Background: an optimization exercise with open tools, aiming at small area. Do not read the settings as production practice. Where RTL was checked, it was by simulation tests only, not by an equivalence proof against the original. The flow treats the clock pin as an ideal source, which a real chip does not have. Power is estimated from default activity; no workload was simulated.

==> flow/design.v <==
module debounce(
    input  btnl,
    input  clk,
    input  stb,      
    input  ph2,      
    input  btn,
    output fire
    );
reg       btn0, btn1, key, rose;
reg [4:0] btn_cnt;
localparam [4:0] C29 = 5'd24, C30 = 5'd16;
assign fire = rose & ph2;
always @(posedge clk or posedge btnl)
begin
    if (btnl)
        begin
            btn0 <= 0;  btn1 <= 0;  btn_cnt <= 0;  key <= 0;  rose <= 0;
        end
    else if (stb)
        begin
            btn0 <= btn;  btn1 <= btn0;
            if (btn0 ^ btn1)
                btn_cnt <= 0;
            else if (btn_cnt != C30)
                btn_cnt <= {btn_cnt[3:0], ~(btn_cnt[4] ^ btn_cnt[2])};
            rose <= (btn_cnt == C29) & btn1 & ~key;
            if (btn_cnt == C29)
                key <= btn1;
        end
end
endmodule
module mch_codec
(
    input   btnl,  
    input   clk,   
    input   btnr,  
    input   btnd,  
    input   [15:0] sw,
    input   rxsd,
    output  reg txsd,
    output  [6:0] seg,
    output  dp,
    output  [3:0] an,
    output  reg [15:0] led
);
assign seg = 7'b1111111;
assign dp  = 1'b0;
reg [4:0] q25p;
reg [1:0] q4p;
localparam [4:0] L0 = 5'd0, L1 = 5'd1, L21 = 5'd22, L22 = 5'd13, L23 = 5'd26, L24 = 5'd20;
wire p99 = (q4p == 2'd3) & (q25p == L24);
wire stb = (q4p == 2'd3) & (q25p == L22);
always @(posedge clk or posedge btnl)
    if (btnl)
        begin q25p <= L21;  q4p <= 2'd3; end
    else if (q25p == L24)
        begin q25p <= L0;  q4p <= q4p + 2'd1; end
    else
        q25p <= {q25p[3:0], ~(q25p[4] ^ q25p[2])};
wire start, lsel_tg;
debounce u_debounce0 (.btnl(btnl), .clk(clk), .stb(stb), .ph2(p99), .btn(btnr), .fire(start));
debounce u_debounce1 (.btnl(btnl), .clk(clk), .stb(stb), .ph2(p99), .btn(btnd), .fire(lsel_tg));
reg lsel;
assign an = {lsel, ~lsel, ~lsel, lsel};
always @(posedge clk or posedge btnl)
    if (btnl)
        lsel <= 1'b0;
    else if (lsel_tg)
        lsel <= ~lsel;
reg [6:0] u;
always @(posedge clk or posedge btnl)
    if (btnl)
        u <= 127;
    else if (start)
        u <= 4;
    else if (p99)
        u <= (u < 83) ? u + 1'b1 : 7'd127;
reg [3:0] nib;
reg       sbit;
wire      lt   = (nib < 10);
wire [3:0] low = lt ? nib : nib + 4'd7;
wire      cap  = (q4p == 3) & (q25p == L23) & (u[2:0] == 3'd6) &
                 (u[6:3] >= 4'd3) & (u[6:3] <= 4'd7);
always @(posedge clk)
    if (cap)
        begin
            sbit <= low[0];
            case (u[5:3])
            3'd3: nib <= sw[15:12];
            3'd4: nib <= sw[11:8];
            3'd5: nib <= sw[7:4];
            3'd6: nib <= sw[3:0];
            default: ;
            endcase
        end
wire [2:0] j = u[2:0];
reg        cbit;
always @*
    case (j)
    3'd0: cbit = 1'b0;
    3'd1: cbit = ~lt;
    3'd2: cbit = lt;
    3'd3: cbit = lt;
    3'd4: cbit = low[3];
    3'd5: cbit = low[2];
    3'd6: cbit = low[1];
    default: cbit = sbit;
    endcase
reg bbit;
always @*
    if (u < 24)         bbit = ~u[1];             
    else if (u < 32)    bbit = (j == 3'd5);       
    else if (u < 64)    bbit = cbit;              
    else                bbit = ~u[1];             
wire sdo = bbit ^ ~q4p[1];
always @(posedge clk or posedge btnl)
    if (btnl)
        txsd <= 1;
    else if ((q25p == L1) & q4p[0])
        begin
            if (u < 16)         txsd <= u[1];
            else if (u < 72)    txsd <= sdo;
            else if (u < 84)    txsd <= ~u[1];
            else                txsd <= 1'b1;
        end
reg       rd0, rd1, rxing;
reg       chi;
reg [4:0] clo;
reg       pl0, pl1;
reg [7:0] acnt;
reg       bad;         
reg  [6:0] tpd;                  
wire [7:0] rbyte = {tpd, ~rd0};   
wire rR = pl0 & ~pl1;
wire rF = pl1 & ~pl0;
always @(posedge clk or posedge btnl)
    if (btnl)
        begin rd0 <= 1;  rd1 <= 1; end
    else
        begin rd0 <= rxsd;  rd1 <= rd0; end
always @(posedge clk or posedge btnl)
    if (btnl)
        begin rxing <= 0;  chi <= 1; end
    else if (~rxing & rd1 & ~rd0)
        begin rxing <= 1;  chi <= 0; end
    else if (rxing)
        begin
            if (rd0 ^ rd1)
                chi <= 0;
            else if (clo == L24)
                chi <= ~chi;
            if (acnt == 170)    rxing <= 0;
        end
    else
        chi <= 1;
always @(posedge clk)
    if (~rxing | (rd0 ^ rd1) | (clo == L24))
        clo <= L0;
    else
        clo <= {clo[3:0], ~(clo[4] ^ clo[2])};
always @(posedge clk)
    begin pl0 <= chi;  pl1 <= pl0; end
always @(posedge clk)
    if (~rxing)
        acnt <= 0;
    else if (rR & (acnt < 170))
        acnt <= acnt + 1'b1;
always @(posedge clk)
    if (~rxing)
        bad <= 0;
    else if (rR & (((acnt < 24) & (rd0 != acnt[2])) | ((acnt == 8'd38) & (rbyte != 8'hcc))))
        bad <= 1;
reg [3:0] d0, d1, d2, d3;
reg [3:0] v;
reg       x0, x1, cm;
reg [3:0] nb0, nb1, nb2, nb3;
wire       dig   = (rbyte[7:4] == 4'h3) & (rbyte[3:0] < 10);
wire       alp   = (rbyte[7:4] == 4'h4) & (rbyte[3:0] > 0) & (rbyte[3:0] < 7);
wire       rvld  = dig | alp;
wire [3:0] rdec  = dig ? rbyte[3:0] : rbyte[3:0] + 4'd9;
always @(posedge clk)
    if (rR)
        begin
            if (~acnt[0])
                tpd <= rbyte[6:0];
            if (acnt == 8'd70)  begin d0 <= rdec;  v[0] <= rvld; end
            if (acnt == 8'd86)  begin d1 <= rdec;  v[1] <= rvld; end
            if (acnt == 8'd102) begin d2 <= rdec;  v[2] <= rvld; end
            if (acnt == 8'd118) begin d3 <= rdec;  v[3] <= rvld; end
        end
always @(posedge clk or posedge btnl)
    if (btnl)
        begin x0 <= 1;  x1 <= 1;  cm <= 0; end
    else
        begin
            x0 <= pl1;  x1 <= x0;
            cm <= x1 & ~x0 & (acnt == 8'd142) & ~bad;
        end
always @(posedge clk or posedge btnl)
    if (btnl)
        begin nb0 <= 0;  nb1 <= 0;  nb2 <= 0;  nb3 <= 0; end
    else if (cm)
        begin
            if (v[0]) nb0 <= d0;
            if (v[1]) nb1 <= d1;
            if (v[2]) nb2 <= d2;
            if (v[3]) nb3 <= d3;
        end
always @(posedge clk or posedge btnl)
    if (btnl)
        led <= 0;
    else if (lsel == 0)
        led <= sw;
    else
        led <= {nb0, nb1, nb2, nb3};
endmodule
==> flow/config.mk <==
export PLATFORM = sky130hd
export DESIGN_NAME = mch_codec
export DESIGN_NICKNAME = mch_codec
export VERILOG_FILES = /design/flow/design.v
export SDC_FILE = /design/flow/constraint.sdc
export NUM_CORES = 4
export LEC_CHECK = 0
export CAP_MARGIN = 20
export CORE_MARGIN = 2
export CORE_UTILIZATION = 50
export SLEW_MARGIN = 20
==> flow/constraint.sdc <==
create_clock -name core_clock -period 10.0 [get_ports {clk}]
set_input_delay 2.0000 -clock core_clock [delete_from_list [all_inputs] [get_ports {clk}]]
set_output_delay 2.0000 -clock core_clock [all_outputs]
set_load 0.01 [all_outputs]
standard.sh (not shown) runs the stock make flow with config.mk's settings and CLKGATE_MAP_FILE= SYNTH_SCRIPT=/design/flow/synth_recipe.tcl, a recipe that flattens the netlist after the stock synthesis.
==> flow/flow/run.sh <==
#!/bin/bash
# Layout = the standard ORFS flow (standard.sh), with these changes:
#  - synthesis maps logic with an area-oriented ABC script (flow/area.abc,
#    a 60 s &deepsyn AIG optimization, then area-oriented &nf mapping);
#    the synthesis script is otherwise the standard flow's own (synth_recipe.tcl);
#  - ports are buffered with the smallest buffer (buf_1);
#  - CTS inserts no dummy loads, uses clkbuf_4 under a clkbuf_16 root;
#  - tie cells are not split per load;
#  - after CTS, fix_clk.tcl sizes each clock buffer to the smallest clkbuf
#    that keeps the slew at its loads under CLK_SLEW_TARGET.
# Each tool's output goes to its own log file in this folder.
set -euo pipefail
W=$PWD
{ head -n 1 synth_recipe.tcl; cat flow/abc_area.tcl; tail -n +2 synth_recipe.tcl; } > area_synth.tcl
sed "s#SYNTH_SCRIPT=[^ ]*#SYNTH_SCRIPT=$W/area_synth.tcl#" standard.sh > area_standard.sh
grep -q "SYNTH_SCRIPT=$W/area_synth.tcl" area_standard.sh
export AREA_ABC_SCRIPT=$W/flow/area.abc
export BUFFER_PORTS_ARGS="-buffer_cell sky130_fd_sc_hd__buf_1"
export CTS_ARGS="-sink_clustering_enable -repair_clock_nets -root_buf sky130_fd_sc_hd__clkbuf_16 -buf_list sky130_fd_sc_hd__clkbuf_4 -dont_use_dummy_load"
export SKIP_REPAIR_TIE_FANOUT=1
bash area_standard.sh cts > flow_to_cts.log 2>&1
RES_DIR=orfs/results/sky130hd/mch_codec/base CLK_SLEW_TARGET=0.1 \
  openroad -no_init -exit flow/fix_clk.tcl > fix_clk.log 2>&1
bash area_standard.sh > flow_finish.log 2>&1
Other scripts of this flow, unchanged in this note and not shown: flow/flow/abc_area.tcl, flow/flow/area.abc, flow/flow/fix_clk.tcl
Rerun with:
--- a/flow/design.v
+++ b/flow/design.v
@@ -15,5 +15,5 @@
     if (btnl)
         begin
-            btn0 <= 0;  btn1 <= 0;  btn_cnt <= 0;  key <= 0;  rose <= 0;
+            btn0 <= 0;  btn1 <= 0;  btn_cnt <= 0;  key <= 0;
         end
     else if (stb)
@@ -24,9 +24,11 @@
             else if (btn_cnt != C30)
                 btn_cnt <= {btn_cnt[3:0], ~(btn_cnt[4] ^ btn_cnt[2])};
-            rose <= (btn_cnt == C29) & btn1 & ~key;
             if (btn_cnt == C29)
                 key <= btn1;
         end
 end
+always @(posedge clk)
+    if (stb)
+        rose <= (btn_cnt == C29) & btn1 & ~key;
 endmodule
 module mch_codec
@@ -80,16 +82,14 @@
 wire      lt   = (nib < 10);
 wire [3:0] low = lt ? nib : nib + 4'd7;
-wire      cap  = (q4p == 3) & (q25p == L23) & (u[2:0] == 3'd6) &
-                 (u[6:3] >= 4'd3) & (u[6:3] <= 4'd7);
+wire      cap  = (q4p == 3) & (q25p == L23) & (u[2:0] == 3'd6);
 always @(posedge clk)
     if (cap)
         begin
             sbit <= low[0];
-            case (u[5:3])
-            3'd3: nib <= sw[15:12];
-            3'd4: nib <= sw[11:8];
-            3'd5: nib <= sw[7:4];
-            3'd6: nib <= sw[3:0];
-            default: ;
+            case (u[4:3])
+            2'd3: nib <= sw[15:12];
+            2'd0: nib <= sw[11:8];
+            2'd1: nib <= sw[7:4];
+            default: nib <= sw[3:0];
             endcase
         end
@@ -164,5 +164,5 @@
     if (~rxing)
         acnt <= 0;
-    else if (rR & (acnt < 170))
+    else if (rR)                 
         acnt <= acnt + 1'b1;
 always @(posedge clk)
@@ -178,5 +178,5 @@
 wire       alp   = (rbyte[7:4] == 4'h4) & (rbyte[3:0] > 0) & (rbyte[3:0] < 7);
 wire       rvld  = dig | alp;
-wire [3:0] rdec  = dig ? rbyte[3:0] : rbyte[3:0] + 4'd9;
+wire [3:0] rdec  = rbyte[6] ? rbyte[3:0] + 4'd9 : rbyte[3:0];    
 always @(posedge clk)
     if (rR)
@@ -184,8 +184,11 @@
             if (~acnt[0])
                 tpd <= rbyte[6:0];
-            if (acnt == 8'd70)  begin d0 <= rdec;  v[0] <= rvld; end
-            if (acnt == 8'd86)  begin d1 <= rdec;  v[1] <= rvld; end
-            if (acnt == 8'd102) begin d2 <= rdec;  v[2] <= rvld; end
-            if (acnt == 8'd118) begin d3 <= rdec;  v[3] <= rvld; end
+            if (~acnt[7] & (acnt[3:0] == 4'd6))
+                case (acnt[5:4])
+                2'd0: begin d0 <= rdec;  v[0] <= rvld; end
+                2'd1: begin d1 <= rdec;  v[1] <= rvld; end
+                2'd2: begin d2 <= rdec;  v[2] <= rvld; end
+                2'd3: begin d3 <= rdec;  v[3] <= rvld; end
+                endcase
         end
 always @(posedge clk or posedge btnl)
Effect: Die area drops by 1.0%. Total power is about the same. Global-route usage drops by 0.54 points. Synthesized cell count drops by 6.4%. Worst hold slack gets better by 3.3 ps. Count of clock-buffer cells in the layout does not change. Setup slack gets worse by 380 ps. Via count drops by 3.6%. Final cell count drops by 4.5%. Fmax drops by 11%. Synthesized area drops by 1.1%. Final area drops by 0.76%.
No functional check of the RTL was part of the second run of this note.

==> what the ideal ports hide <==
No port has a modelled driver above. Below, the same layouts with a new extraction and two added sets of constraints. Step 1, drivers: a clkbuf_16 drives clk and a buf_2 each remaining input, both assumed. Step 2 times the ports against the registers' clock, not the clock port: input delays grow and output delays shrink by t, the midpoint of the rising clock arrivals with the driver on. a / b / c = ideal ports / drivers / drivers and shift; a / b = the first two.
| run | shift t [ns] | setup WS [ns] | worst hold slack (ns) | worst setup path at the end | clock arrival spread, ns |
|---|---|---|---|---|---|
| the first run | 0.363 | 6.800 / 6.765 / 7.128 | 0.315 / 0.315 / 0.315 | register to output | 0.037 / 0.036 |
| the second run | 0.367 | 6.416 / 6.382 / 6.749 | 0.318 / 0.318 / 0.318 | register to output | 0.037 / 0.036 |
After both steps setup and hold are still met in every run listed.
